From an optimization exercise on the open Yosys and OpenROAD flow, aimed at small area; shortcuts taken in it are not production practice. RTL that was checked went through simulation tests only; none was proved equivalent to the original. No functional check of the RTL was part of runs 5 to 7. Power is estimated from default activity; no workload was simulated.

==> design/flow/design.v <==
`timescale 1ns / 1ps
module MouseHandler(clk,rst,ps2_c_in,ps2_d_in,ps2_c_oe,ps2_d_oe,ps2_d_out,XMouseVGA,YMouseVGA,Botones);
input clk, rst;
input ps2_c_in, ps2_d_in;
output ps2_c_oe, ps2_d_oe, ps2_d_out;
output [9:0] XMouseVGA, YMouseVGA;
output reg [2:0] Botones;
reg fb;
reg [2:0] frun;
reg edge_c;
wire fsat = (frun == 3'd0);
wire all1 = fb & fsat;
wire all0 = ~fb & fsat;
wire fall_edge = edge_c & all0;
always @(posedge clk or posedge rst)
	if (rst) begin
		fb <= 1'b0;
		frun <= 3'd0;
		edge_c <= 1'b0;
	end else begin
		fb <= ps2_c_in;
		if (ps2_c_in != fb)
			frun <= 3'b001;
		else
			frun <= {frun[1:0], (~frun[2] & frun[1]) | (frun[2] & ~frun[1] & frun[0])};
		edge_c <= all1 | (edge_c & ~all0);
	end
reg go, s1, s2, s3;
wire tx_idle = ~(s1 | s2 | s3);
assign ps2_c_oe = s1;
assign ps2_d_oe = s2;
reg [3:0] cuenta;
wire trama = (cuenta == 4'd10);
localparam [15:0] LFSR_A = 16'h5d4b;
localparam [15:0] LFSR_B = 16'h5e0f;
localparam [15:0] LFSR_T = 16'hfbd0;
reg [15:0] tmr;
wire hit = (tmr == LFSR_T);
wire done = go & tx_idle;
wire tmr_load = ~go | (s2 & fall_edge & trama);
wire tmr_step = s1 | s3 | (s2 & fall_edge);
wire lfsr_fb = tmr[0] ^ tmr[3] ^ tmr[4] ^ tmr[5];
wire shift_x, shift_y;
wire [15:0] tmr_next = tmr_load ? (go ? LFSR_B : LFSR_A) :
	{done ? ps2_d_in : lfsr_fb, tmr[15:9], done ? ps2_d_in : tmr[8], tmr[7:1]};
always @(posedge clk) begin
	if (tmr_load | tmr_step | shift_x)
		tmr[7:0] <= tmr_next[7:0];
	if (tmr_load | tmr_step | shift_y)
		tmr[15:8] <= tmr_next[15:8];
end
assign ps2_d_out = tmr[0];
wire [7:0] dx = tmr[7:0];
wire [7:0] dy = tmr[15:8];
always @(posedge clk or posedge rst)
	if (rst) begin
		go <= 1'b0;
		s1 <= 1'b0;
		s2 <= 1'b0;
		s3 <= 1'b0;
	end else begin
		go <= 1'b1;
		s1 <= ~go | (s1 & ~hit);
		s2 <= (s1 & hit) | (s2 & ~(fall_edge & trama));
		s3 <= (s2 & fall_edge & trama) | (s3 & ~hit);
	end
localparam R0 = 3'd0, R1 = 3'd1, R2 = 3'd2, R3 = 3'd3, R4 = 3'd4;
reg [2:0] rxs;
wire rx_start = ~ps2_d_in & ps2_c_in & tx_idle;
wire clr_bits = (rxs == R0) & tx_idle;
wire shift = (rxs == R2) & ~trama;
wire rx_done = (rxs == R4);
always @(posedge clk or posedge rst)
	if (rst)
		rxs <= R0;
	else
		case (rxs)
			R0: rxs <= rx_start ? R1 : R0;
			R1: rxs <= fall_edge ? R2 : R1;
			R2: rxs <= R3;
			R3: rxs <= trama ? R4 : R1;
			default: rxs <= R0;
		endcase
always @(posedge clk)
	if (clr_bits)
		cuenta <= 4'd0;
	else
		cuenta <= cuenta ^ {&{cuenta[2:0], fall_edge}, &{cuenta[1:0], fall_edge}, cuenta[0] & fall_edge, fall_edge};
reg [1:0] nbyte;
wire listo = nbyte[1] & ~nbyte[0];
wire slot0 = ~nbyte[1] & ~nbyte[0];
wire slot1 = ~nbyte[1] & nbyte[0];
wire slot2 = nbyte[1] & nbyte[0];
always @(posedge clk or posedge rst)
	if (rst)
		nbyte <= 2'b00;
	else begin
		nbyte[0] <= rx_done ? ~nbyte[1] : nbyte[0];
		nbyte[1] <= nbyte[0] & (rx_done | nbyte[1]);
	end
reg [5:0] st;    
assign shift_x = done & shift & slot1;
assign shift_y = done & shift & slot2;
always @(posedge clk) begin
	if (shift & slot0 & ~cuenta[3])
		st <= {ps2_d_in, st[5:1]};
end
reg [9:0] nx, ny;
assign XMouseVGA = ~nx;
assign YMouseVGA = ~ny;
wire [9:0] gdx = {10{listo}} & {{2{st[4]}}, dx};
wire [9:0] gdy = {10{listo}} & {{2{st[5]}}, dy};
reg [9:0] xn, yn;
reg cx, cy;
integer i;
always @* begin
	cx = 1'b0; cy = 1'b0;
	for (i = 0; i < 10; i = i + 1) begin
		xn[i] = nx[i] ^ gdx[i] ^ cx;
		cx = (nx[i] & gdx[i]) | (nx[i] & cx) | (gdx[i] & cx);
		yn[i] = ny[i] ^ gdy[i] ^ cy;
		cy = (ny[i] & gdy[i]) | (ny[i] & cy) | (gdy[i] & cy);
	end
end
always @(posedge clk or posedge rst)
	if (rst) begin
		nx <= 10'h3ff;
		ny <= 10'h3ff;
	end else begin
		nx <= xn;
		ny <= yn;
	end
always @(posedge clk or posedge rst)
	if (rst)
		Botones <= 3'b0;
	else if (listo)
		Botones <= st[2:0];
endmodule
==> design/flow/flow/run.sh <==
#!/bin/bash
# The standard layout with these changes:
#  * after the standard synthesis, the combinational logic is re-mapped by
#    ABC for area (flip-flops, adder and tie cells kept as they are), the
#    result is proven equivalent to the standard netlist, and combinational
#    cells are set to their smallest drive strength;
#  * port buffers use the smallest buffer cell (sky130_fd_sc_hd__buf_1);
#  * clock tree built from clkbuf_4 without dummy loads.
set -euo pipefail
export PATH=$PATH:/OpenROAD-flow-scripts/tools/install/yosys/bin
export BUFFER_PORTS_ARGS="-buffer_cell sky130_fd_sc_hd__buf_1"
export CTS_ARGS="-sink_clustering_enable -repair_clock_nets -dont_use_dummy_load -buf_list sky130_fd_sc_hd__clkbuf_4 -sink_buffer_max_cap_derate 3"
R=$PWD/orfs/results/$FLOW_PLATFORM/MouseHandler/base
LIB=$FLOW_HOME/platforms/$FLOW_PLATFORM/lib/sky130_fd_sc_hd__tt_025C_1v80.lib
bash standard.sh $R/1_2_yosys.v > synth_flow.log 2>&1
cp $R/1_2_yosys.v standard_synth.v
bash flow/reabc.sh $R/1_2_yosys.v $LIB > reabc.log 2>&1
python3 flow/downsize.py $R/1_2_yosys.v $LIB > downsize.log 2>&1
bash flow/eqcheck.sh standard_synth.v $R/1_2_yosys.v $LIB > eqcheck.log 2>&1
bash standard.sh finish > standard_flow.log 2>&1
==> design/flow/flow/downsize.py <==
#!/usr/bin/env python3
"""Replace each combinational cell of the synthesis netlist by the smallest
drive-strength variant of the same function in the library, when that is
smaller. Flip-flops are left as synthesis made them.
Usage: downsize.py NETLIST LIB"""
import re, sys
net, lib = sys.argv[1], sys.argv[2]
txt = open(lib).read()
area = {}
ms = list(re.finditer(r'cell\s*\(\s*"?(sky130_fd_sc_hd__\w+?)"?\s*\)', txt))
for i, m in enumerate(ms):
    end = ms[i + 1].start() if i + 1 < len(ms) else len(txt)
    a = re.search(r'area\s*:\s*([\d.]+)', txt[m.end():end])
    if a:
        area[m.group(1)] = float(a.group(1))
best = {}
for c, a in area.items():
    mm = re.match(r'(sky130_fd_sc_hd__[a-z0-9]+)_(\d+)$', c)
    if mm and 'lpflow' not in c:
        b = mm.group(1)
        if b not in best or a < area[best[b]]:
            best[b] = c
src = open(net).read()
count = {}
def sub(m):
    cell, base = m.group(0), m.group(1)
    kind = base.replace('sky130_fd_sc_hd__', '')
    if re.match(r'(e|s)?df|sedf|dl|clk|conb|tap|fill|decap', kind) or cell not in area:
        return cell
    cand = best.get(base, cell)
    if area[cand] < area[cell]:
        count[cell + ' -> ' + cand] = count.get(cell + ' -> ' + cand, 0) + 1
        return cand
    return cell
src = re.sub(r'\b(sky130_fd_sc_hd__[a-z0-9]+)_(\d+)\b(?=\s+\S+\s*\()', sub, src)
open(net, 'w').write(src)
for k, v in sorted(count.items()):
    print(v, k)
==> design/flow/flow/eqcheck.sh <==
#!/bin/bash
# Prove that the re-mapped netlist ($2) does what the standard synthesis
# netlist ($1) does, flip-flops paired by instance name. Exits non-zero if not.
set -euo pipefail
LIB=$3
yosys -p "read_liberty -ignore_miss_func $LIB; read_verilog $1; rename $FLOW_TOP gold; read_verilog $2; rename $FLOW_TOP gate; hierarchy -check; flatten gold gate; opt_clean; async2sync; equiv_make gold gate eq; hierarchy -top eq; equiv_simple -seq 2; equiv_induct; equiv_status -assert"
==> design/flow/flow/reabc.sh <==
#!/bin/bash
# Re-map the combinational logic of the standard synthesis netlist with ABC
# for area. Flip-flops, adder cells and tie cells are kept as they are (same
# instances, names and cell types). Three ABC scripts are tried and the
# smallest result is kept. Usage: reabc.sh NETLIST LIB
set -euo pipefail
NET=$1; LIB=$2
DONTUSE=$(grep -o 'cell *( *"\?sky130_fd_sc_hd__\(lpflow\|probe\)[a-z0-9_]*' "$LIB" | sed 's/.*(\s*"\?/-dont_use /' | sort -u | tr '\n' ' ')
KEEP=$(grep -o 'sky130_fd_sc_hd__[a-z0-9_]*' "$NET" | sort -u | grep -E '__(e|s)?df|__sedf|__dl|__fa_|__ha_|__conb' | tr '\n' ' ')
SCRIPTS=(
  "+strash;dc2;dch,-f;map,-a;strash;dc2;dch,-f;map,-a;topo"
  "+strash;dc2;dch,-f;amap;strash;dc2;dch,-f;amap;topo"
  "+strash;dc2;dch,-f;&get,-n;&nf,-R,1000,-p;&put;topo"
)
best=""; best_area=""
for i in "${!SCRIPTS[@]}"; do
cat > reabc_$i.ys <<EOT
read_liberty -ignore_miss_func $LIB
read_verilog $NET
hierarchy -check -top $FLOW_TOP
blackbox $KEEP
flatten
rename -hide w:*.*
opt -purge
abc -liberty $LIB $DONTUSE -script ${SCRIPTS[$i]}
read_liberty -lib $LIB
hierarchy -top $FLOW_TOP
opt_clean -purge
splitnets
opt_clean -purge
hilomap -singleton -hicell sky130_fd_sc_hd__conb_1 HI -locell sky130_fd_sc_hd__conb_1 LO
insbuf -buf sky130_fd_sc_hd__buf_4 A X
check -assert -mapped
tee -o reabc_stat_$i.txt stat -liberty $LIB
write_verilog -noattr -nohex -nodec -selected $NET.reabc_$i
EOT
  if yosys -s reabc_$i.ys > reabc_$i.log 2>&1; then
    a=$(grep -o "Chip area for module .*: [0-9.]*" reabc_stat_$i.txt | awk '{print $NF}')
    echo "script $i area $a"
    if [[ -z "$best" ]] || awk "BEGIN{exit !($a < $best_area)}"; then best=$i; best_area=$a; fi
  else
    echo "script $i failed"
  fi
done
[[ -n "$best" ]]
echo "kept script $best area $best_area"
mv $NET.reabc_$best $NET
==> design/flow/standard.sh <==
#!/bin/bash
# synth_recipe.tcl (not shown) runs the flow's synth.tcl, then flattens the netlist and writes it again
# the make line also repeats each setting of config.mk as NAME=value (left out here)
make -C /OpenROAD-flow-scripts/flow DESIGN_CONFIG=/design/flow/config.mk WORK_HOME=/design/flow/orfs CLKGATE_MAP_FILE= SYNTH_SCRIPT=/design/flow/synth_recipe.tcl "${@:-finish}"
==> design/flow/config.mk <==
export PLATFORM = sky130hd
export DESIGN_NAME = MouseHandler
export DESIGN_NICKNAME = MouseHandler
export VERILOG_FILES = /design/flow/design.v
export SDC_FILE = /design/flow/constraint.sdc
export NUM_CORES = 4
export LEC_CHECK = 0
export CAP_MARGIN = 20
export CORE_MARGIN = 2
export CORE_UTILIZATION = 60
export SLEW_MARGIN = 20
==> design/flow/constraint.sdc <==
create_clock -name core_clock -period 10.0 [get_ports {clk}]
set_input_delay 2.0000 -clock core_clock [delete_from_list [all_inputs] [get_ports {clk}]]
set_output_delay 2.0000 -clock core_clock [all_outputs]
set_load 0.01 [all_outputs]
==> results of run 1 <==
-- power groups by stage --
stage	Sequential [W]	Combinational, W	Clock (W)
after detailed placement	0.000305	0.0000420	0
after global placement	0.000304	0.0000404	0
after floorplan	0.000302	0.0000325	0
-- metrics by stage --
stage / power (W) / hold slack, ns / area (um^2)
2_1_floorplan: 0.0003341 / 0.4003 / 2814
3_3_place_gp: 0.0003448 / 0.4076 / 2995
3_5_place_dp: 0.0003468 / 0.4380 / 2995
-- worst min-delay path by stage --
stage | end | slack (ns) | from
3_3_place_gp | st[2] | 0.41 | st[3]
3_5_place_dp | st[2] | 0.44 | st[3]
2_1_floorplan | st[2] | 0.40 | st[3]
==> results.cfg, run 1 <==
[synthesis]
syn-num-nets = 274
syn_area_per_cell_um2 = 11.26
yosys_warnings = 1
synthCells = 250
synth_area_um2 = 2814

[placed_design]
dpl.cell_count = 332
numPortBuffers = 29
gp_congestion = 0.7868
place_ws_ns = 5.369
detailedPlacementHpwl_um = 3506

[outcome]
error_line = [ERROR CTS-0109] sink_buffer_max_cap_derate needs to be between 0 and 1.0.
haltStage = clock tree synthesis (4_1_cts)
outcome = stopped before the end

[die]
rows = 24
pin_count = 30
initial_core_util = 0.6332
die_x_um = 72.48
die_h_um = 72.48
==> inputs of run 2 (changes only) <==
--- a/design/flow/flow/run.sh
+++ b/design/flow/flow/run.sh
@@ -11,3 +11,3 @@
 export BUFFER_PORTS_ARGS="-buffer_cell sky130_fd_sc_hd__buf_1"
-export CTS_ARGS="-sink_clustering_enable -repair_clock_nets -dont_use_dummy_load -buf_list sky130_fd_sc_hd__clkbuf_4 -sink_buffer_max_cap_derate 3"
+export CTS_ARGS="-sink_clustering_enable -repair_clock_nets -dont_use_dummy_load -buf_list sky130_fd_sc_hd__clkbuf_4 -sink_clustering_size 40 -sink_clustering_max_diameter 500 -sink_buffer_max_cap_derate 0.5"
 R=$PWD/orfs/results/$FLOW_PLATFORM/MouseHandler/base
==> results.cfg, run 2 <==
[die]
die_h_um = 72.48
die_x_um = 72.48
pin_count = 30
rows = 24
initial_core_util = 0.6332
coreArea_um2 = 4444
die-area_um2 = 5253

[global_routing]
grt_pass1_vias = 1722
track_usage = 0.2028
antenna_found_initial = 0
overflow = 0
grt_pass1_wl_um = 7769
grt_max_degree = 38

[placed_design]
gp_congestion = 0.7868
numPortBuffers = 29
dpl.cell_count = 332
detailedPlacementHpwl_um = 3506
placed_cell_area_um2 = 2995

[critical_path]
cp_top_family = adder cells
crit_required_ns = 10.31
reg2regPathDepth = 18
startpoint_type = flop
path_depth = 18
crit_chain = clkinv_1 > nor2_1 > clkinv_1 > nor2_1 > ha_1 > fa_1 > clkinv_1 > fa_1 > clkinv_1 > fa_1 > fa_1 > fa_1 > fa_1 > fa_1 > fa_1 > a21oi_1 > nor2_1 > a21oi_1
critPathSlowestCell = dfrtp_1
r2r-end = ny[9]
path_buf_inv = 4
cpPeakStageDelay_ns = 0.42
crit_start = nbyte[1]
critPathKind = reg -> reg
crit_path_end = ny[9]
worst_setup_path_end_kind = flop
cp.arrival_ns = 5.00
crit_top_cell = fa_1
timing.rr.start = nbyte[1]
cp_max_fo = 19
rrSetupSlack_ns = 5.31

[detailed_routing]
wl_per_cell_um = 13.42
wl_um = 4575
routed-via-count = 1766
drc = 0
dr.pass1.iters = 4
final_antenna_net_count = 0
drtIter0Drc = 64
avgViaCountPerCell = 5.179

[clocking]
postCtsSetupBuffers = 0
cts_tree = built
cts_resized = 0
numClockSinks = 63
cts_buffer_depth = 2
ctsHtreeMaxLevel = 3
path_clk_slew_ns = 0.09
cts.root.buffer_cell = clkbuf_4
holdBufCountCts = 0
insertion_delay_ns = 0.39
numCtsBuffers = 9

[sta]
setup_viol = 0
rsz0062_at_grt = no
worst_slew_pin_slew_ns = 0.7614
totalNegativeSetupSlack_ns = 0
fmax_mhz = 213.2
slew_headroom = 0.4890
final.period_utilization = 0.4690
hold_viol = 0
fin_skew_ns = 0.02017
min_period_ns = 4.690
whs_ns = 0.4648
report.final.slew_viol_count = 0

[outcome]
outcome = no timing/DRC/antenna violations

[cells_and_area]
layoutNonFillerInstCount = 341
nets = 315
reg_top3 = tmr (16), nx (10), ny (10)
diodes = 0
syn_to_final_growth_pct = 9.071
regMostFlops = tmr
largest_reg_flops = 16
postLayoutCellArea_um2 = 3069
final_layout_size_suffix_gt1_frac = 0.1073
final_common_cell = clkinv_1
final_cell_mix = clkinv_1 (59), nor2_1 (38), buf_1 (29)

[flow_run]
max_cap_violations = 0

[power]
ir_worst_vdd_mv = 0.1218
p_leak_nw = 1.215
finalPower_w = 0.0004567
cellPowerDensity_nw_per_um2 = 148.8

[synthesis]
yosys_warnings = 1
syn-num-nets = 274
synth_area_um2 = 2814
synthCells = 250
syn_area_per_cell_um2 = 11.26

[hold_path]
hp-class = reg -> reg
## run 2: final cells by class
| cell class | instances | area [um^2] |
|---|---|---|
| inverters | 59 | 221.5 |
| clock buffers | 9 | 67.56 |
| multi-input cells | 128 | 907.1 |
| fillers | 338 | 1375 |
| well taps | 52 | 65.06 |
| repair buffers | 30 | 116.4 |
| flip-flops and latches | 63 | 1692 |
## run 2: power breakdown
| part | leakage (nW) | internal, W | switching (W) |
|---|---|---|---|
| registers | 0.676 | 0.000286 | 0.0000135 |
| logic | 0.498 | 0.0000156 | 0.0000261 |
| clock network | 0.0414 | 0.0000417 | 0.0000732 |
## run 2: through the flow
step / utilization / setup WS, ns
2_1_floorplan: - / 5.699
3_3_place_gp: 0.6740 / 5.468
3_5_place_dp: 0.6740 / 5.369
4_1_cts: 0.6892 / 5.328
5_1_grt: 0.6906 / 4.944
6_report: 0.6906 / 5.310
## run 2: per-layer routing
metal,global-route usage,up-vias,part of all wire
met1,0.2645,830,0.44
met5,0,-,0
met3,0.04444,10,0.052
li1,-,877,-
met4,0.1049,0,0.020
met2,0.3231,49,0.48
## run 2: worst min-delay path by stage
stage,from,to,slack (ns),cells after the start
after global placement,st[3],st[2],0.41,0
after CTS,st[1],st[0],0.46,0
after floorplan,st[3],st[2],0.40,0
after detailed placement,st[3],st[2],0.44,0
after global routing,st[3],st[2],0.49,0
final,st[1],st[0],0.46,0
==> inputs of run 3 (changes only) <==
--- a/design/flow/flow/run.sh
+++ b/design/flow/flow/run.sh
@@ -11,3 +11,3 @@
 export BUFFER_PORTS_ARGS="-buffer_cell sky130_fd_sc_hd__buf_1"
-export CTS_ARGS="-sink_clustering_enable -repair_clock_nets -dont_use_dummy_load -buf_list sky130_fd_sc_hd__clkbuf_4 -sink_clustering_size 40 -sink_clustering_max_diameter 500 -sink_buffer_max_cap_derate 0.5"
+export CTS_ARGS="-sink_clustering_enable -repair_clock_nets -dont_use_dummy_load -buf_list sky130_fd_sc_hd__clkbuf_4"
 R=$PWD/orfs/results/$FLOW_PLATFORM/MouseHandler/base
==> results.cfg, run 3 <==
[outcome]
outcome = no timing/DRC/antenna violations

[sta]
fmax_mhz = 213.2
hold_viol = 0
report.final.slew_viol_count = 0
setup_viol = 0
worst_slew_pin_slew_ns = 0.7614
whs_ns = 0.4648
final.period_utilization = 0.4690
slew_headroom = 0.4890
layout_setup_ws_ns = 5.310
fin_skew_ns = 0.02017
min_period_ns = 4.690
totalNegativeSetupSlack_ns = 0
rsz0062_at_grt = no

[global_routing]
grt_pass1_vias = 1722
grtUsageMet1 = 0.2645
grt_pass1_wl_um = 7769
grt-busiest-layer = met2
grt_max_degree = 38
overflow = 0
grt_use_met2 = 0.3231
met3_usage = 0.04444
antenna_found_initial = 0
track_usage = 0.2028

[cells_and_area]
final_common_cell = clkinv_1
final_cell_mix = clkinv_1 (59), nor2_1 (38), buf_1 (29)
layoutNonFillerInstCount = 341
final_layout_size_suffix_gt1_frac = 0.1073
diodes = 0
regMostFlops = tmr
largest_reg_flops = 16
syn_to_final_growth_pct = 9.071
nets = 315
reg_top3 = tmr (16), nx (10), ny (10)

[clocking]
cts_resized = 0
numClockSinks = 63
insertion_delay_ns = 0.39
cts_buffer_depth = 2
path_clk_slew_ns = 0.09
postCtsSetupBuffers = 0
numCtsBuffers = 9
ctsHtreeMaxLevel = 3
cts.root.buffer_cell = clkbuf_4
holdBufCountCts = 0
cts_tree = built

[flow_run]
max_cap_violations = 0

[power]
cellPowerDensity_nw_per_um2 = 148.8
ir_worst_vdd_mv = 0.1218
p_leak_nw = 1.215

[critical_path]
cp_max_fo = 19
worst_setup_path_end_kind = flop
cp.arrival_ns = 5.00
critPathKind = reg -> reg
crit_required_ns = 10.31
reg2regPathDepth = 18
startpoint_type = flop

[synthesis]
syn-num-nets = 274
synth_area_um2 = 2814
yosys_warnings = 1
synthCells = 250
syn_area_per_cell_um2 = 11.26

[die]
initial_core_util = 0.6332
die-area_um2 = 5253
rows = 24
die_x_um = 72.48
coreArea_um2 = 4444
pin_count = 30
die_h_um = 72.48

[hold_path]
hp-class = reg -> reg
hold_depth = 0

[detailed_routing]
final_antenna_net_count = 0
avgViaCountPerCell = 5.179
drtIter0Drc = 64
wl_um = 4575
drc = 0
dr.pass1.iters = 4
routed-via-count = 1766
wl_per_cell_um = 13.42

[placed_design]
place_ws_ns = 5.369
dpl.cell_count = 332
gp_congestion = 0.7868
detailedPlacementHpwl_um = 3506
numPortBuffers = 29
## run 3: layout make-up
cell class / instances / area (um^2)
Inverter: 59 / 221.5
Multi-Input combinational cell: 128 / 907.1
Fill cell: 338 / 1375
Clock buffer: 9 / 67.56
Sequential cell: 63 / 1692
Tap cell: 52 / 65.06
Timing Repair Buffer: 30 / 116.4
## run 3: worst max-delay path, stage by stage (launching register included)
cell	delay [ns]
dfrtp_1	0.42
clkinv_1	0.08
nor2_1	0.10
clkinv_1	0.31
nor2_1	0.08
ha_1	0.20
fa_1	0.37
clkinv_1	0.07
fa_1	0.17
clkinv_1	0.07
fa_1	0.38
fa_1	0.39
fa_1	0.40
fa_1	0.39
fa_1	0.39
fa_1	0.39
a21oi_1	0.20
nor2_1	0.06
a21oi_1	0.13
## run 3: metal layers
layer,vias to the layer above,wire length (um)
met3,10,238
met4,0,91
li1,877,-
met5,-,0
met1,830,2030
met2,49,2216
## run 3: metrics by stage
step / utilization / total power [W] / instance area (um^2)
after global routing: 0.6906 / 0.0004792 / 3069
after CTS: 0.6892 / 0.0004618 / 3063
after floorplan: - / 0.0003341 / 2814
after global placement: 0.6740 / 0.0003448 / 2995
final: 0.6906 / 0.0004567 / 3069
after detailed placement: 0.6740 / 0.0003468 / 2995
## run 3: worst paths after layout
| kind | from | endpoint | slack (ns) |
|---|---|---|---|
| setup / recovery | nbyte[1] | ny[9] | 5.31 |
| hold / removal | st[1] | st[0] | 0.46 |
| setup reg to reg | nbyte[1] | ny[9] | 5.31 |
| hold reg to reg | st[1] | st[0] | 0.46 |
| max in group asynchronous | rst | nx[1] | 7.96 |
| min in group asynchronous | rst | frun[1] | 1.65 |
## run 3: where the power goes
group	internal, W	leakage, nW	switching [W]	total (W)
combinational	0.0000156	0.498	0.0000261	0.0000417
clock	0.0000417	0.0414	0.0000732	0.000115
sequential	0.000286	0.676	0.0000135	0.000300
total	0.000344	1.21	0.000113	0.000457
==> inputs of run 4 (changes only) <==
--- a/design/flow/design.v
+++ b/design/flow/design.v
@@ -104,4 +104,6 @@
 always @(posedge clk) begin
-	if (shift & slot0 & ~cuenta[3])
-		st <= {ps2_d_in, st[5:1]};
+	if (shift & slot0 & ~cuenta[3] & ~(cuenta[2] & (cuenta[1] | cuenta[0])))
+		st[2:0] <= {ps2_d_in, st[2:1]};
+	if (shift & slot0 & ~cuenta[3] & cuenta[2] & cuenta[1])
+		st[5:4] <= {ps2_d_in, st[5]};
 end
==> results.cfg, run 4 <==
[synthesis]
synth_area_um2 = 2805
yosys_warnings = 1
synthCells = 254
syn_area_per_cell_um2 = 11.04
syn-num-nets = 278

[detailed_routing]
drtIter0Drc = 37
dr.max_layer_used = met4
wl_met3_um = 179
drt-met1-wl_um = 2225
routed-via-count = 1765
wl_per_cell_um = 13.68
final_antenna_net_count = 0
drc = 0
routed-wl-met2_um = 2244
dr.pass1.iters = 4
wl_um = 4732
avgViaCountPerCell = 5.101

[die]
die_x_um = 72.38
pin_count = 30
initial_core_util = 0.6355
rows = 24
die_h_um = 72.38
die-area_um2 = 5238
coreArea_um2 = 4414

[global_routing]
overflow = 0
grt_pass1_wl_um = 8066
grt_pass1_vias = 1721
grt_max_degree = 38
track_usage = 0.2132
antenna_found_initial = 0

[sta]
report.final.slew_viol_count = 0
worst_slew_pin_slew_ns = 0.7225
hold_viol = 0
fin_skew_ns = 0.02820
min_period_ns = 4.697
fmax_mhz = 212.9
slew_headroom = 0.5151
rsz0062_at_grt = no
layout_setup_ws_ns = 5.304
setup_viol = 0
totalNegativeSetupSlack_ns = 0
final.period_utilization = 0.4697

[cells_and_area]
regMostFlops = tmr
nets = 320
syn_to_final_growth_pct = 9.054
final_common_cell = clkinv_1
fin_util = 0.6930
diodes = 0
final_cell_mix = clkinv_1 (59), nor2_1 (37), buf_1 (29)
largest_reg_flops = 16
final_layout_size_suffix_gt1_frac = 0.1054
reg_top3 = tmr (16), nx (10), ny (10)

[hold_path]
hold_depth = 0
hp-class = reg -> reg

[power]
ir_worst_vdd_mv = 0.08302
p_leak_nw = 1.231
cellPowerDensity_nw_per_um2 = 149.6

[critical_path]
reg2regPathDepth = 18
worst_setup_path_end_kind = flop
critPathSlowestCell = fa_1
path_depth = 18
cpPeakStageDelay_ns = 0.41
path_buf_inv = 4
startpoint_type = flop
cp.arrival_ns = 5.02
cp_top_family = adder cells
crit_chain = clkinv_1 > nor2_1 > clkinv_1 > nor2_1 > ha_1 > fa_1 > clkinv_1 > fa_1 > clkinv_1 > fa_1 > fa_1 > fa_1 > fa_1 > fa_1 > fa_1 > a21oi_1 > nor2_1 > a21oi_1
crit_top_cell = fa_1
critPathKind = reg -> reg
cp_max_fo = 19
crit_required_ns = 10.32

[clocking]
numClockSinks = 62
insertion_delay_ns = 0.40
cts.root.buffer_cell = clkbuf_4
holdBufCountCts = 0
cts_buffer_depth = 2
cts_resized = 0
numCtsBuffers = 9
postCtsSetupBuffers = 0
path_clk_slew_ns = 0.09
ctsHtreeMaxLevel = 3
cts_tree = built

[placed_design]
numPortBuffers = 29
place_ws_ns = 5.293
detailedPlacementHpwl_um = 3592
gp_congestion = 0.7645

[outcome]
outcome = no timing/DRC/antenna violations

[flow_run]
max_cap_violations = 0
==> run 4: worst register-to-register path, stage by stage, from the launching register on <==
cell,delay [ns]
dfrtp_1,0.40
clkinv_1,0.08
nor2_1,0.11
clkinv_1,0.32
nor2_1,0.09
ha_1,0.20
fa_1,0.37
clkinv_1,0.06
fa_1,0.17
clkinv_1,0.09
fa_1,0.40
fa_1,0.40
fa_1,0.40
fa_1,0.41
fa_1,0.39
fa_1,0.39
a21oi_1,0.19
nor2_1,0.05
a21oi_1,0.12
==> run 4: per-stage QoR <==
stage | power (W) | cells | cell area, um^2 | hold slack, ns
5_1_grt | 0.0004818 | 346 | 3059 | 0.4432
3_5_place_dp | 0.0003442 | 337 | 2992 | 0.4426
3_3_place_gp | 0.0003420 | 336 | 2987 | 0.4343
4_1_cts | 0.0004606 | 346 | 3059 | 0.4375
6_report | 0.0004575 | 346 | 3059 | 0.4347
2_1_floorplan | 0.0003308 | 254 | 2805 | 0.4180
==> run 4: path summary, 6_finish.rpt <==
kind	startpoint	to	slack, ns
min	st[5]	st[4]	0.43
max reg2reg	nbyte[1]	ny[9]	5.30
max	nbyte[1]	ny[9]	5.30
min reg2reg	st[5]	st[4]	0.43
min in group asynchronous	rst	Botones[0]	1.67
max in group asynchronous	rst	ny[3]	7.97
==> run 4: layout make-up <==
cell class                      instances  area, um^2
Clock buffer                            9       67.56
Fill cell                             359        1355
Inverter                               59       221.5
Multi-Input combinational cell        133       922.1
Sequential cell                        62        1662
Tap cell                               52       65.06
Timing Repair Buffer                   31       121.4
==> run 4: where the power goes <==
group,switching [W],internal [W]
clock network,0.0000763,0.0000418
registers,0.0000150,0.000282
logic,0.0000270,0.0000155
total,0.000118,0.000339
==> run 4: per-layer routing <==
metal | vias to the layer above | global-route usage
li1 | 895 | -
met1 | 826 | 0.2874
met2 | 35 | 0.3293
met3 | 9 | 0.05833
met4 | 0 | 0.09259
met5 | - | 0
==> inputs of run 5 (changes only) <==
--- a/design/flow/design.v
+++ b/design/flow/design.v
@@ -5,3 +5,3 @@
 output ps2_c_oe, ps2_d_oe, ps2_d_out;
-output [9:0] XMouseVGA, YMouseVGA;
+output reg [9:0] XMouseVGA, YMouseVGA;
 output reg [2:0] Botones;
@@ -104,10 +104,7 @@
 always @(posedge clk) begin
-	if (shift & slot0 & ~cuenta[3] & ~(cuenta[2] & (cuenta[1] | cuenta[0])))
-		st[2:0] <= {ps2_d_in, st[2:1]};
-	if (shift & slot0 & ~cuenta[3] & cuenta[2] & cuenta[1])
-		st[5:4] <= {ps2_d_in, st[5]};
+	if (shift & slot0 & ~cuenta[3])
+		st <= {ps2_d_in, st[5:1]};
 end
-reg [9:0] nx, ny;
-assign XMouseVGA = ~nx;
-assign YMouseVGA = ~ny;
+wire [9:0] nx = ~XMouseVGA;
+wire [9:0] ny = ~YMouseVGA;
 wire [9:0] gdx = {10{listo}} & {{2{st[4]}}, dx};
@@ -128,7 +125,7 @@
 	if (rst) begin
-		nx <= 10'h3ff;
-		ny <= 10'h3ff;
+		XMouseVGA <= 10'b0;
+		YMouseVGA <= 10'b0;
 	end else begin
-		nx <= xn;
-		ny <= yn;
+		XMouseVGA <= ~xn;
+		YMouseVGA <= ~yn;
 	end
==> results.cfg, run 5 <==
[outcome]
outcome = no timing/DRC/antenna violations

[sta]
rsz0062_at_grt = no
hold_viol = 0
layout_setup_ws_ns = 5.591
slew_headroom = 0.3928
final.period_utilization = 0.4409
report.final.slew_viol_count = 0
fin_skew_ns = 0.02671
totalNegativeSetupSlack_ns = 0
min_period_ns = 4.409
fmax_mhz = 226.8
worst_slew_pin_slew_ns = 0.9038
setup_viol = 0

[critical_path]
crit_chain = clkinv_1 > nor2_1 > clkinv_1 > nor2_1 > ha_1 > clkinv_1 > fa_1 > fa_1 > clkinv_1 > fa_1 > fa_1 > fa_1 > fa_1 > fa_1 > fa_1 > nor2_1 > a21oi_1 > nor2_1 > a21oi_1
cp.arrival_ns = 4.67
critPathKind = reg -> reg
critPathSlowestCell = fa_1
startpoint_type = flop
timing.rr.start = nbyte[1]
cpPeakStageDelay_ns = 0.39
r2r-end = XMouseVGA[9]
crit_required_ns = 10.26
crit_top_cell = fa_1
cp_top_family = adder cells
path_buf_inv = 4
cp_max_fo = 17
rrSetupSlack_ns = 5.59
reg2regPathDepth = 19
worst_setup_path_end_kind = flop

[clocking]
path_clk_slew_ns = 0.11
postCtsSetupBuffers = 0
holdBufCountCts = 0
cts_buffer_depth = 2
cts.root.buffer_cell = clkbuf_4
ctsHtreeMaxLevel = 3
numCtsBuffers = 9
insertion_delay_ns = 0.39
numClockSinks = 63
cts_tree = built
cts_resized = 0

[hold_path]
hold_depth = 0
hp-class = reg -> reg
holdCritStartpoint = st[3]
min_to = st[2]

[synthesis]
yosys_warnings = 1
synth_area_um2 = 2821
syn_area_per_cell_um2 = 10.98
synthCells = 257
syn-num-nets = 281

[power]
p_leak_nw = 1.258
ir_worst_vdd_mv = 0.1136
cellPowerDensity_nw_per_um2 = 155.1
finalPower_w = 0.0004775

[placed_design]
gp_congestion = 0.7736
detailedPlacementHpwl_um = 3413
place_ws_ns = 5.493
numPortBuffers = 29

[die]
initial_core_util = 0.6349
die-area_um2 = 5267
die_h_um = 72.58
coreArea_um2 = 4444
die_x_um = 72.58
rows = 24
pin_count = 30

[detailed_routing]
wl_um = 4520
drc = 0
wl_per_cell_um = 12.95
routed-via-count = 1812
drtIter0Drc = 142
final_antenna_net_count = 0
avgViaCountPerCell = 5.192
dr.pass1.iters = 4

[cells_and_area]
regArea_um2 = 1667
final_layout_size_suffix_gt1_frac = 0.03704
multiInputGateArea_um2 = 914.6
nets = 323
regMostFlops = tmr
reg_top3 = tmr (16), XMouseVGA (10), YMouseVGA (10)
final_common_cell = clkinv_1
largest_reg_flops = 16
syn_to_final_growth_pct = 9.091
diodes = 0
final_cell_mix = clkinv_1 (64), nor2_1 (38), dfrtp_1 (37)
num-fill-cells = 333

[global_routing]
grt_pass1_vias = 1786
overflow = 0
grt_max_degree = 38
grt_pass1_wl_um = 7914
track_usage = 0.2059
antenna_found_initial = 0

[flow_run]
max_cap_violations = 0
-- run 5: stage by stage --
step / area, um^2 / instances / hold slack (ns) / util
6_report: 3078 / 349 / 0.4185 / 0.6926
2_1_floorplan: 2821 / 257 / 0.4003 / -
5_1_grt: 3078 / 349 / 0.4330 / 0.6926
3_5_place_dp: 3010 / 340 / 0.4284 / 0.6774
3_3_place_gp: 3010 / 340 / 0.4012 / 0.6774
4_1_cts: 3078 / 349 / 0.4397 / 0.6926
-- run 5: layer usage --
metal | wire length [um] | vias to the layer above | global-route usage
li1 | - | 900 | -
met1 | 2134 | 852 | 0.2909
met4 | 87 | 0 | 0.1049
met5 | 0 | - | 0
met3 | 222 | 9 | 0.03729
met2 | 2076 | 51 | 0.3101
-- run 5: power by group --
group | total, W | internal (W) | switching (W)
Combinational | 0.0000557 | 0.0000217 | 0.0000340
Sequential | 0.000304 | 0.000289 | 0.0000147
Clock | 0.000118 | 0.0000418 | 0.0000763
Total | 0.000477 | 0.000352 | 0.000125
-- run 5: worst max path at each step --
stage | to | cells after the start | from | slack, ns
global route | YMouseVGA[9] | 18 | nbyte[1] | 5.32
detailed placement | XMouseVGA[9] | 18 | nbyte[1] | 5.49
finish | XMouseVGA[9] | 19 | nbyte[1] | 5.59
CTS | XMouseVGA[9] | 19 | nbyte[1] | 5.53
global placement | XMouseVGA[9] | 19 | nbyte[1] | 5.58
floorplan | YMouseVGA[9] | 18 | nbyte[1] | 5.91
-- run 5: layout make-up --
cell class	count	area share
clock buffer	9	0.02195
inverter	64	0.07805
tap	52	0.02114
sequential	63	0.5415
timing repair buffer	31	0.04024
multi-input combinational	130	0.2972
==> inputs of run 6 (changes only) <==
--- a/design/flow/design.v
+++ b/design/flow/design.v
@@ -107,16 +107,14 @@
 end
-wire [9:0] nx = ~XMouseVGA;
-wire [9:0] ny = ~YMouseVGA;
-wire [9:0] gdx = {10{listo}} & {{2{st[4]}}, dx};
-wire [9:0] gdy = {10{listo}} & {{2{st[5]}}, dy};
+wire [9:0] subx = listo ? {{2{st[4]}}, dx} : 10'd0;
+wire [9:0] suby = listo ? {{2{st[5]}}, dy} : 10'd0;
 reg [9:0] xn, yn;
-reg cx, cy;
+reg bx, by;
 integer i;
 always @* begin
-	cx = 1'b0; cy = 1'b0;
+	bx = 1'b0; by = 1'b0;
 	for (i = 0; i < 10; i = i + 1) begin
-		xn[i] = nx[i] ^ gdx[i] ^ cx;
-		cx = (nx[i] & gdx[i]) | (nx[i] & cx) | (gdx[i] & cx);
-		yn[i] = ny[i] ^ gdy[i] ^ cy;
-		cy = (ny[i] & gdy[i]) | (ny[i] & cy) | (gdy[i] & cy);
+		xn[i] = XMouseVGA[i] ^ subx[i] ^ bx;
+		bx = (~XMouseVGA[i] & (subx[i] | bx)) | (subx[i] & bx);
+		yn[i] = YMouseVGA[i] ^ suby[i] ^ by;
+		by = (~YMouseVGA[i] & (suby[i] | by)) | (suby[i] & by);
 	end
@@ -128,4 +126,4 @@
 	end else begin
-		XMouseVGA <= ~xn;
-		YMouseVGA <= ~yn;
+		XMouseVGA <= xn;
+		YMouseVGA <= yn;
 	end
==> results.cfg, run 6 <==
[critical_path]
cp_top_family = adder cells
r2r-end = YMouseVGA[9]
cpPeakStageDelay_ns = 0.43
crit_top_cell = fa_1
crit_chain = clkinv_1 > nor2_1 > clkinv_1 > nor2b_1 > ha_1 > fa_1 > clkinv_1 > fa_1 > clkinv_1 > fa_1 > fa_1 > fa_1 > fa_1 > fa_1 > fa_1 > nor2_1 > a21oi_1 > nor2_1 > a21oi_1
startpoint_type = flop
reg2regPathDepth = 19
cp.arrival_ns = 5.03
timing.rr.start = nbyte[1]
crit_required_ns = 10.25
rrSetupSlack_ns = 5.22
critPathKind = reg -> reg
critPathSlowestCell = dfrtp_1
cp_max_fo = 19
worst_setup_path_end_kind = flop
path_buf_inv = 4

[clocking]
postCtsSetupBuffers = 0
insertion_delay_ns = 0.40
holdBufCountCts = 0
cts.root.buffer_cell = clkbuf_4
cts_tree = built
cts_resized = 0
numClockSinks = 63
path_clk_slew_ns = 0.10
numCtsBuffers = 9
ctsHtreeMaxLevel = 3
cts_buffer_depth = 2

[cells_and_area]
syn_to_final_growth_pct = 9.034
num-fill-cells = 357
reg_top3 = tmr (16), XMouseVGA (10), YMouseVGA (10)
diodes = 0
largest_reg_flops = 16
final_cell_mix = clkinv_1 (62), dfrtp_1 (37), nor2_1 (31)
final_layout_size_suffix_gt1_frac = 0.03819
final_common_cell = clkinv_1
nets = 314
regMostFlops = tmr

[placed_design]
numPortBuffers = 29
place_ws_ns = 5.217
detailedPlacementHpwl_um = 3293
gp_congestion = 0.7671

[sta]
fmax_mhz = 209.4
report.final.slew_viol_count = 0
layout_setup_ws_ns = 5.224
final.period_utilization = 0.4776
fin_skew_ns = 0.02755
hold_viol = 0
slew_headroom = 0.4547
setup_viol = 0
min_period_ns = 4.776
totalNegativeSetupSlack_ns = 0
rsz0062_at_grt = no
worst_slew_pin_slew_ns = 0.8104

[detailed_routing]
routed-via-count = 1762
avgViaCountPerCell = 5.182
drtIter0Drc = 86
dr.pass1.iters = 4
drc = 0
final_antenna_net_count = 0
wl_um = 4477
wl_per_cell_um = 13.17

[hold_path]
min_to = st[2]
hp-class = reg -> reg
hold_depth = 0
holdCritStartpoint = st[3]

[global_routing]
overflow = 0
grt_max_degree = 38
grt_pass1_vias = 1794
grt_pass1_wl_um = 7962
antenna_found_initial = 0
track_usage = 0.2023

[outcome]
outcome = no timing/DRC/antenna violations

[power]
p_leak_nw = 1.245
finalPower_w = 0.0004483
cellPowerDensity_nw_per_um2 = 145.5
ir_worst_vdd_mv = 0.09385

[die]
coreArea_um2 = 4444
pin_count = 30
initial_core_util = 0.6357
die_x_um = 72.62
die-area_um2 = 5274
rows = 24
die_h_um = 72.62

[flow_run]
max_cap_violations = 0

[synthesis]
syn_area_per_cell_um2 = 11.35
synth_area_um2 = 2825
syn-num-nets = 273
synthCells = 249
yosys_warnings = 1
## run 6: cell types whose count changed in the layout (fill, tap and decap cells not counted), sizes merged, moves of 2 or more
| cell | previous run | this run |
|---|---|---|
| clkinv | 64 | 62 |
| nand2 | 15 | 4 |
| nand3 | 7 | 3 |
| nor2 | 38 | 31 |
| nor2b | 7 | 11 |
| nor4 | 1 | 3 |
| or2 | 1 | 8 |
| or4 | 0 | 2 |
## run 6: through the flow
stage                     utilization  instances  hold slack, ns  cell area (um^2)
after global placement         0.6765        331          0.4028              3007
final                          0.6931        340          0.4281              3080
after floorplan                     -        249          0.4003              2825
after detailed placement       0.6765        331          0.4045              3007
after CTS                      0.6917        340          0.4291              3074
after global routing           0.6931        340          0.4494              3080
## run 6: how the worst max path moves through the flow
stage	cells past startpoint	start	endpoint
after floorplan	19	nbyte[1]	YMouseVGA[9]
after global placement	19	nbyte[1]	YMouseVGA[9]
after detailed placement	19	nbyte[1]	YMouseVGA[9]
after CTS	19	nbyte[1]	YMouseVGA[9]
after global routing	19	nbyte[1]	YMouseVGA[9]
final	19	nbyte[1]	YMouseVGA[9]
## run 6: power breakdown
part           total (W)  leakage (nW)  switching (W)  internal [W]
sequential      0.000300         0.749      0.0000135      0.000286
combinational  0.0000302         0.454      0.0000173     0.0000129
clock           0.000118        0.0414      0.0000767     0.0000418
total           0.000448          1.24       0.000108      0.000341
## run 6: metal layers
metal / global-route usage / up-vias / part of all wire
met5: 0 / - / 0
met4: 0.1049 / 0 / 0.024
met3: 0.04144 / 10 / 0.028
met2: 0.3202 / 30 / 0.48
met1: 0.2668 / 844 / 0.46
li1: - / 878 / -
## run 6: area by class of cell
| cell class | count | area, um^2 | share of cell area |
|---|---|---|---|
| tap | 52 | 65.06 | 0.02112 |
| timing repair buffer | 30 | 116.4 | 0.03777 |
| clock buffer | 9 | 67.56 | 0.02193 |
| sequential | 63 | 1667 | 0.5410 |
| multi-input combinational | 124 | 932.1 | 0.3026 |
| inverter | 62 | 232.7 | 0.07555 |
## run 6: worst register-to-register path: cells and delay by family (launching register included)
family                     cells  cell delay, ns
and+or+nand+nor                4            0.43
AOI/OAI and AO/OA              2            0.11
buffers and inverters          4            0.56
adders and majority gates      9            3.12
DFF                            1            0.43
==> inputs of run 7 (changes only) <==
--- a/design/flow/design.v
+++ b/design/flow/design.v
@@ -104,4 +104,6 @@
 always @(posedge clk) begin
-	if (shift & slot0 & ~cuenta[3])
-		st <= {ps2_d_in, st[5:1]};
+	if (shift & slot0 & ~cuenta[3] & ~(cuenta[2] & (cuenta[1] | cuenta[0])))
+		st[2:0] <= {ps2_d_in, st[2:1]};
+	if (shift & slot0 & ~cuenta[3] & cuenta[2] & cuenta[1])
+		st[5:4] <= {ps2_d_in, st[5]};
 end
--- a/design/flow/flow/run.sh
+++ b/design/flow/flow/run.sh
@@ -3,3 +3,3 @@
 #  * after the standard synthesis, the combinational logic is re-mapped by
-#    ABC for area (flip-flops, adder and tie cells kept as they are), the
+#    ABC for area (flip-flops, full-adder and tie cells kept as they are), the
 #    result is proven equivalent to the standard netlist, and combinational
--- a/design/flow/flow/reabc.sh
+++ b/design/flow/flow/reabc.sh
@@ -2,3 +2,3 @@
 # Re-map the combinational logic of the standard synthesis netlist with ABC
-# for area. Flip-flops, adder cells and tie cells are kept as they are (same
+# for area. Flip-flops, full-adder cells and tie cells are kept as they are (same
 # instances, names and cell types). Three ABC scripts are tried and the
@@ -8,3 +8,3 @@
 DONTUSE=$(grep -o 'cell *( *"\?sky130_fd_sc_hd__\(lpflow\|probe\)[a-z0-9_]*' "$LIB" | sed 's/.*(\s*"\?/-dont_use /' | sort -u | tr '\n' ' ')
-KEEP=$(grep -o 'sky130_fd_sc_hd__[a-z0-9_]*' "$NET" | sort -u | grep -E '__(e|s)?df|__sedf|__dl|__fa_|__ha_|__conb' | tr '\n' ' ')
+KEEP=$(grep -o 'sky130_fd_sc_hd__[a-z0-9_]*' "$NET" | sort -u | grep -E '__(e|s)?df|__sedf|__dl|__fa_|__conb' | tr '\n' ' ')
 SCRIPTS=(
==> results.cfg, run 7 <==
[die]
die_h_um = 72.20
coreArea_um2 = 4414
die-area_um2 = 5212
initial_core_util = 0.6321
pin_count = 30
die_x_um = 72.20
rows = 24

[hold_path]
hp-class = reg -> reg

[critical_path]
critPathSlowestCell = dfrtp_1
cp_max_fo = 17
startpoint_type = flop
cpPeakStageDelay_ns = 0.40
worst_setup_path_end_kind = flop
crit_chain = clkinv_1 > nor2_1 > clkinv_1 > nor2_1 > fa_1 > clkinv_1 > fa_1 > clkinv_1 > fa_1 > fa_1 > fa_1 > fa_1 > fa_1 > fa_1 > a21oi_1 > nor2_1 > a21oi_1
critPathKind = reg -> reg
cp_top_family = adder cells
crit_required_ns = 10.32
crit_top_cell = fa_1
cp.arrival_ns = 4.82
path_buf_inv = 4

[clocking]
insertion_delay_ns = 0.40
postCtsSetupBuffers = 0
ctsHtreeMaxLevel = 3
numClockSinks = 62
holdBufCountCts = 0
cts_tree = built
path_clk_slew_ns = 0.10
numCtsBuffers = 9
cts.root.buffer_cell = clkbuf_4
cts_buffer_depth = 2
cts_resized = 0

[sta]
layout_setup_ws_ns = 5.503
final.period_utilization = 0.4497
min_period_ns = 4.497
rsz0062_at_grt = no
hold_viol = 0
report.final.slew_viol_count = 0
slew_headroom = 0.4884
fin_skew_ns = 0.02578
worst_slew_pin_slew_ns = 0.7622
setup_viol = 0
fmax_mhz = 222.4
totalNegativeSetupSlack_ns = 0

[synthesis]
synthCells = 256
synth_area_um2 = 2790
syn_area_per_cell_um2 = 10.90
syn-num-nets = 276
yosys_warnings = 1

[global_routing]
track_usage = 0.2132
grtUsageMet1 = 0.2899
grt_max_degree = 38
grt_pass1_vias = 1833
grt_pass1_wl_um = 8280
grt-busiest-layer = met2
grt_use_met2 = 0.3252
antenna_found_initial = 0
met3_usage = 0.04583
overflow = 0

[cells_and_area]
final_cell_mix = clkinv_1 (61), nor2_1 (41), dfrtp_1 (37)
postLayoutCellArea_um2 = 3044
final_layout_size_suffix_gt1_frac = 0.03729
final_common_cell = clkinv_1
reg_top3 = tmr (16), XMouseVGA (10), YMouseVGA (10)
nets = 317
diodes = 0
fin_util = 0.6896
regMostFlops = tmr
largest_reg_flops = 16
syn_to_final_growth_pct = 9.103

[placed_design]
detailedPlacementHpwl_um = 3403
gp_congestion = 0.8307
place_ws_ns = 5.418
numPortBuffers = 29
placed_cell_area_um2 = 2977

[outcome]
outcome = no timing/DRC/antenna violations

[detailed_routing]
wl_um = 4631
avgViaCountPerCell = 5.202
routed-via-count = 1805
dr.pass1.iters = 4
drc = 0
wl_per_cell_um = 13.35
drtIter0Drc = 78
final_antenna_net_count = 0

[power]
ir_worst_vdd_mv = 0.1031
cellPowerDensity_nw_per_um2 = 150.2
p_leak_nw = 1.247

[flow_run]
max_cap_violations = 0
-- run 7: area by class of cell --
| type | count | area (um^2) |
|---|---|---|
| tap | 52 | 65.06 |
| sequential | 62 | 1637 |
| clock buffer | 9 | 67.56 |
| inverter | 61 | 229.0 |
| multi-input combinational | 133 | 929.6 |
| fill | 365 | 1370 |
| timing repair buffer | 30 | 116.4 |
-- run 7: per-stage QoR --
stage                     instances  total power, W  hold slack [ns]
after global routing            347       0.0004812           0.4907
after global placement          338       0.0003444           0.4343
after floorplan                 256       0.0003338           0.4180
final                           347       0.0004571           0.4730
after CTS                       347       0.0004619           0.4776
after detailed placement        338       0.0003461           0.4569
-- run 7: final timing paths --
check / startpoint / cells past startpoint / slack [ns] / end
setup / recovery: nbyte[1] / 17 / 5.50 / YMouseVGA[9]
hold / removal: st[1] / 0 / 0.47 / st[0]
setup reg to reg: nbyte[1] / 17 / 5.50 / YMouseVGA[9]
hold reg to reg: st[1] / 0 / 0.47 / st[0]
max in group asynchronous: rst / 3 / 7.98 / rxs[0]
min in group asynchronous: rst / 3 / 1.66 / XMouseVGA[4]
-- run 7: report_power, final --
group | internal [W] | total (W) | switching (W)
combinational | 0.0000168 | 0.0000439 | 0.0000270
clock | 0.0000418 | 0.000116 | 0.0000746
sequential | 0.000282 | 0.000297 | 0.0000145
total | 0.000341 | 0.000457 | 0.000116
-- run 7: worst register-to-register path: cells and delay by family (launching register included) --
family	cells	cell delay, ns
simple gates	3	0.34
fa+ha+maj	8	2.85
flops	1	0.40
buf+inv	4	0.55
compound gates	2	0.31
-- run 7: routing by layer --
| layer | up-vias | part of all wire |
|---|---|---|
| li1 | 899 | - |
| met1 | 862 | 0.47 |
| met2 | 37 | 0.48 |
| met3 | 7 | 0.031 |
| met4 | 0 | 0.016 |
| met5 | - | 0 |
==> inputs of run 8 (changes only) <==
--- a/design/flow/design.v
+++ b/design/flow/design.v
@@ -109,14 +109,16 @@
 end
-wire [9:0] subx = listo ? {{2{st[4]}}, dx} : 10'd0;
-wire [9:0] suby = listo ? {{2{st[5]}}, dy} : 10'd0;
+wire [9:0] nx = ~XMouseVGA;
+wire [9:0] ny = ~YMouseVGA;
+wire [9:0] gdx = {10{listo}} & {{2{st[4]}}, dx};
+wire [9:0] gdy = {10{listo}} & {{2{st[5]}}, dy};
 reg [9:0] xn, yn;
-reg bx, by;
+reg cx, cy;
 integer i;
 always @* begin
-	bx = 1'b0; by = 1'b0;
+	cx = 1'b0; cy = 1'b0;
 	for (i = 0; i < 10; i = i + 1) begin
-		xn[i] = XMouseVGA[i] ^ subx[i] ^ bx;
-		bx = (~XMouseVGA[i] & (subx[i] | bx)) | (subx[i] & bx);
-		yn[i] = YMouseVGA[i] ^ suby[i] ^ by;
-		by = (~YMouseVGA[i] & (suby[i] | by)) | (suby[i] & by);
+		xn[i] = nx[i] ^ gdx[i] ^ cx;
+		cx = (nx[i] & gdx[i]) | (nx[i] & cx) | (gdx[i] & cx);
+		yn[i] = ny[i] ^ gdy[i] ^ cy;
+		cy = (ny[i] & gdy[i]) | (ny[i] & cy) | (gdy[i] & cy);
 	end
@@ -128,4 +130,4 @@
 	end else begin
-		XMouseVGA <= xn;
-		YMouseVGA <= yn;
+		XMouseVGA <= ~xn;
+		YMouseVGA <= ~yn;
 	end
==> results.cfg, run 8 <==
[clocking]
holdBufCountCts = 0
insertion_delay_ns = 0.40
path_clk_slew_ns = 0.09
numClockSinks = 62
cts_tree = built
ctsHtreeMaxLevel = 3
cts.root.buffer_cell = clkbuf_4
cts_buffer_depth = 2
numCtsBuffers = 9
cts_resized = 0
postCtsSetupBuffers = 0

[global_routing]
grtUsageMet1 = 0.2947
met3_usage = 0.04641
grt_max_degree = 38
grt_pass1_vias = 1785
grt_pass1_wl_um = 8293
grt_use_met2 = 0.3508
track_usage = 0.2212
overflow = 0
grt-busiest-layer = met2
antenna_found_initial = 0

[cells_and_area]
regArea_um2 = 1637
postLayoutCellArea_um2 = 3012
nets = 317
final_layout_size_suffix_gt1_frac = 0.03390
syn_to_final_growth_pct = 9.013
final_cell_mix = clkinv_1 (62), dfrtp_1 (37), nor2_1 (37)
multiInputGateArea_um2 = 893.4
regMostFlops = tmr
final_common_cell = clkinv_1
diodes = 0
num-fill-cells = 362
reg_top3 = tmr (16), XMouseVGA (10), YMouseVGA (10)
largest_reg_flops = 16

[hold_path]
hp-class = reg -> reg
hold_depth = 0
min_to = st[4]
holdCritStartpoint = st[5]

[critical_path]
critPathKind = reg -> reg
startpoint_type = flop
rrSetupSlack_ns = 5.56
reg2regPathDepth = 17
timing.rr.start = nbyte[1]
cp_max_fo = 17
worst_setup_path_end_kind = flop
r2r-end = XMouseVGA[9]
cp.arrival_ns = 4.75
crit_required_ns = 10.31

[detailed_routing]
drc = 0
wl_per_cell_um = 13.45
final_antenna_net_count = 0
routed-via-count = 1757
drtIter0Drc = 70
wl_um = 4668
dr.pass1.iters = 4
avgViaCountPerCell = 5.063

[synthesis]
synthCells = 256
syn_area_per_cell_um2 = 10.79
yosys_warnings = 1
synth_area_um2 = 2763
syn-num-nets = 276

[sta]
fmax_mhz = 225.1
setup_viol = 0
layout_setup_ws_ns = 5.558
hold_viol = 0
min_period_ns = 4.442
final.period_utilization = 0.4442
whs_ns = 0.4588
totalNegativeSetupSlack_ns = 0
worst_slew_pin_slew_ns = 0.7627
slew_headroom = 0.4881
fin_skew_ns = 0.02517
report.final.slew_viol_count = 0
rsz0062_at_grt = no

[outcome]
outcome = no timing/DRC/antenna violations

[die]
initial_core_util = 0.6301
coreArea_um2 = 4384
pin_count = 30
die_h_um = 71.86
rows = 24
die_x_um = 71.86
die-area_um2 = 5163

[placed_design]
place_ws_ns = 5.501
gp_congestion = 0.7828
numPortBuffers = 29
placed_cell_area_um2 = 2944
detailedPlacementHpwl_um = 3552

[power]
ir_worst_vdd_mv = 0.1120
p_leak_nw = 1.223
cellPowerDensity_nw_per_um2 = 152.3

[flow_run]
max_cap_violations = 0
run 8: final cells by class:
class,instances,share of cell area
tap,52,0.02160
timing repair buffer,30,0.03864
inverter,62,0.07727
clock buffer,9,0.02243
multi-input combinational,132,0.2966
sequential,62,0.5434
run 8: per-stage QoR:
step                      total power [W]  cells    util
after detailed placement        0.0003463    338  0.6715
after CTS                       0.0004614    347  0.6869
after global placement          0.0003451    338  0.6715
after global routing            0.0004811    347  0.6869
final                           0.0004587    347  0.6869
after floorplan                 0.0003339    256       -
run 8: where the power goes:
part	total (W)	internal [W]	switching (W)
combinational	0.0000459	0.0000171	0.0000288
sequential	0.000295	0.000282	0.0000124
clock	0.000118	0.0000418	0.0000765
run 8: how the worst max path moves through the flow:
stage,startpoint,to,slack (ns),depth (start not counted)
global route,nbyte[1],XMouseVGA[9],5.17,18
finish,nbyte[1],XMouseVGA[9],5.56,17
floorplan,nbyte[1],YMouseVGA[9],6.01,17
CTS,nbyte[1],XMouseVGA[9],5.50,18
detailed placement,nbyte[1],XMouseVGA[9],5.50,18
global placement,nbyte[1],YMouseVGA[9],5.71,17
run 8: routing by layer:
| metal | up-vias | wire (um) |
|---|---|---|
| met2 | 29 | 2220 |
| li1 | 901 | - |
| met1 | 817 | 2204 |
| met3 | 10 | 126 |
| met5 | - | 0 |
| met4 | 0 | 117 |
run 8: critical path: stages (launching register included):
cell	delay, ns
dfrtp_1	0.42
clkinv_1	0.07
nor2_1	0.13
clkinv_1	0.31
nor2_1	0.09
nand2_1	0.11
fa_1	0.19
fa_1	0.17
clkinv_1	0.07
fa_1	0.38
fa_1	0.39
fa_1	0.40
fa_1	0.40
fa_1	0.42
fa_1	0.41
a21oi_1	0.20
nor2_1	0.07
a21oi_1	0.13
==> inputs of run 9 (changes only) <==
--- a/design/flow/design.v
+++ b/design/flow/design.v
@@ -5,3 +5,3 @@
 output ps2_c_oe, ps2_d_oe, ps2_d_out;
-output reg [9:0] XMouseVGA, YMouseVGA;
+output [9:0] XMouseVGA, YMouseVGA;
 output reg [2:0] Botones;
@@ -109,4 +109,5 @@
 end
-wire [9:0] nx = ~XMouseVGA;
-wire [9:0] ny = ~YMouseVGA;
+reg [9:0] nx, ny;
+assign XMouseVGA = ~nx;
+assign YMouseVGA = ~ny;
 wire [9:0] gdx = {10{listo}} & {{2{st[4]}}, dx};
@@ -127,7 +128,7 @@
 	if (rst) begin
-		XMouseVGA <= 10'b0;
-		YMouseVGA <= 10'b0;
+		nx <= 10'h3ff;
+		ny <= 10'h3ff;
 	end else begin
-		XMouseVGA <= ~xn;
-		YMouseVGA <= ~yn;
+		nx <= xn;
+		ny <= yn;
 	end
==> results.cfg, run 9 <==
[critical_path]
rrSetupSlack_ns = 5.42
critPathSlowestCell = dfrtp_1
crit_top_cell = fa_1
crit_required_ns = 10.32
timing.rr.start = nbyte[1]
crit_start = nbyte[1]
cpPeakStageDelay_ns = 0.42
worst_setup_path_end_kind = flop
crit_chain = clkinv_1 > nor2_1 > clkinv_1 > nor2_1 > fa_1 > clkinv_1 > fa_1 > clkinv_1 > fa_1 > fa_1 > fa_1 > fa_1 > fa_1 > fa_1 > a21oi_1 > nor2_1 > a21oi_1
startpoint_type = flop
critPathKind = reg -> reg
reg2regPathDepth = 17
crit_path_end = ny[9]
r2r-end = ny[9]
cp.arrival_ns = 4.90
cp_max_fo = 17

[clocking]
numCtsBuffers = 9
holdBufCountCts = 0
cts_buffer_depth = 2
ctsHtreeMaxLevel = 3
insertion_delay_ns = 0.40
path_clk_slew_ns = 0.09
numClockSinks = 62
cts.root.buffer_cell = clkbuf_4
postCtsSetupBuffers = 0
cts_tree = built
cts_resized = 0

[detailed_routing]
drc = 0
routed-via-count = 1770
dr.max_layer_used = met4
wl_um = 4575
drtIter0Drc = 97
dr.pass1.iters = 4
wl_met3_um = 164
drt-met1-wl_um = 2160
avgViaCountPerCell = 5.116
wl_per_cell_um = 13.22
final_antenna_net_count = 0
routed-wl-met2_um = 2146

[cells_and_area]
fin_util = 0.6868
final_common_cell = clkinv_1
final_cell_mix = clkinv_1 (58), nor2_1 (41), buf_1 (29)
largest_reg_flops = 16
regMostFlops = tmr
final_layout_size_suffix_gt1_frac = 0.1088
syn_to_final_growth_pct = 9.440
reg_top3 = tmr (16), nx (10), ny (10)
diodes = 0
nets = 316
num-fill-cells = 358

[placed_design]
detailedPlacementHpwl_um = 3437
numPortBuffers = 29
place_ws_ns = 5.384
gp_congestion = 0.8324

[sta]
slew_headroom = 0.4319
final.period_utilization = 0.4581
setup_viol = 0
fmax_mhz = 218.3
rsz0062_at_grt = no
totalNegativeSetupSlack_ns = 0
min_period_ns = 4.581
layout_setup_ws_ns = 5.419
report.final.slew_viol_count = 0
fin_skew_ns = 0.02312
hold_viol = 0
worst_slew_pin_slew_ns = 0.8443

[synthesis]
syn_area_per_cell_um2 = 10.95
synth_area_um2 = 2770
synthCells = 253
yosys_warnings = 1
syn-num-nets = 273

[hold_path]
holdCritStartpoint = st[2]
hp-class = reg -> reg

[outcome]
outcome = no timing/DRC/antenna violations

[die]
pin_count = 30
coreArea_um2 = 4414
die_x_um = 71.95
die-area_um2 = 5176
rows = 24
initial_core_util = 0.6276
die_h_um = 71.95

[global_routing]
track_usage = 0.2216
overflow = 0
grt_pass1_vias = 1836
grt_max_degree = 38
grt_pass1_wl_um = 8293
antenna_found_initial = 0

[flow_run]
max_cap_violations = 0

[power]
ir_worst_vdd_mv = 0.1274
p_leak_nw = 1.187
cellPowerDensity_nw_per_um2 = 151.0
[run 9: worst min-delay path by stage]
stage / cells past startpoint / endpoint / slack, ns
5_1_grt: 0 / st[1] / 0.47
3_5_place_dp: 0 / st[4] / 0.44
6_report: 0 / st[1] / 0.46
3_3_place_gp: 0 / st[1] / 0.44
4_1_cts: 0 / st[1] / 0.46
2_1_floorplan: 0 / st[4] / 0.42
[run 9: area by class of cell]
type	instances	area, um^2	share of cell area
Tap cell	52	65.06	0.02146
Timing Repair Buffer	32	128.9	0.04251
Inverter	58	217.7	0.07181
Clock buffer	9	67.56	0.02229
Sequential cell	62	1662	0.5481
Multi-Input combinational cell	133	890.9	0.2939
[run 9: power breakdown]
group	switching, W	total [W]	internal (W)
registers	0.0000161	0.000300	0.000284
logic	0.0000258	0.0000414	0.0000156
clock network	0.0000747	0.000116	0.0000418
[run 9: through the flow]
stage / instances / power [W] / hold slack [ns] / cell area [um^2]
3_5_place_dp: 337 / 0.0003469 / 0.4373 / 2964
4_1_cts: 346 / 0.0004636 / 0.4646 / 3032
3_3_place_gp: 336 / 0.0003450 / 0.4359 / 2959
5_1_grt: 346 / 0.0004858 / 0.4697 / 3032
6_report: 346 / 0.0004579 / 0.4610 / 3032
2_1_floorplan: 253 / 0.0003339 / 0.4180 / 2770
[run 9: worst max-delay path, delay by kind of cell, from the launching register on]
kind	cells	cell delay, ns
compound gates	2	0.35
fa+ha+maj	8	2.95
buf+inv	4	0.52
flops	1	0.42
simple gates	3	0.28
[run 9: routing by layer]
metal / track usage / vias up
met4: 0.1216 / 0
met3: 0.06389 / 8
met2: 0.3313 / 35
met1: 0.2965 / 830
met5: 0 / -
li1: - / 897

## separate check: timing with driven ports
The results above use ideal ports. As a check the final layouts listed here were re-extracted and re-timed, cells and wires unchanged. Step 1 assumes that a clkbuf_16 drives the clock port and a buf_2 every other input. Step 2, shift: input delay + t, output delay - t, t = (earliest + latest rising clock arrival at the registers) / 2. This alone moves slack from input paths to output paths. Slacks: ideal / step 1 / step 2; pairs: ideal / step 1.
run | shift t [ns] | setup WS [ns] | worst slew at a driven data input, ns
run 2 | 0.404 | 5.310 / 5.310 / 5.310 | 0.03
run 3 | 0.404 | 5.310 / 5.310 / 5.310 | 0.03
run 4 | 0.409 | 5.303 / 5.303 / 5.303 | 0.03
run 5 | 0.406 | 5.591 / 5.591 / 5.591 | 0.03
run 6 | 0.409 | 5.224 / 5.224 / 5.224 | 0.03
run 7 | 0.408 | 5.503 / 5.503 / 5.503 | 0.03
run 8 | 0.409 | 5.558 / 5.558 / 5.558 | 0.03
run 9 | 0.409 | 5.419 / 5.419 / 5.419 | 0.03
After both steps every run listed still meets setup and hold.
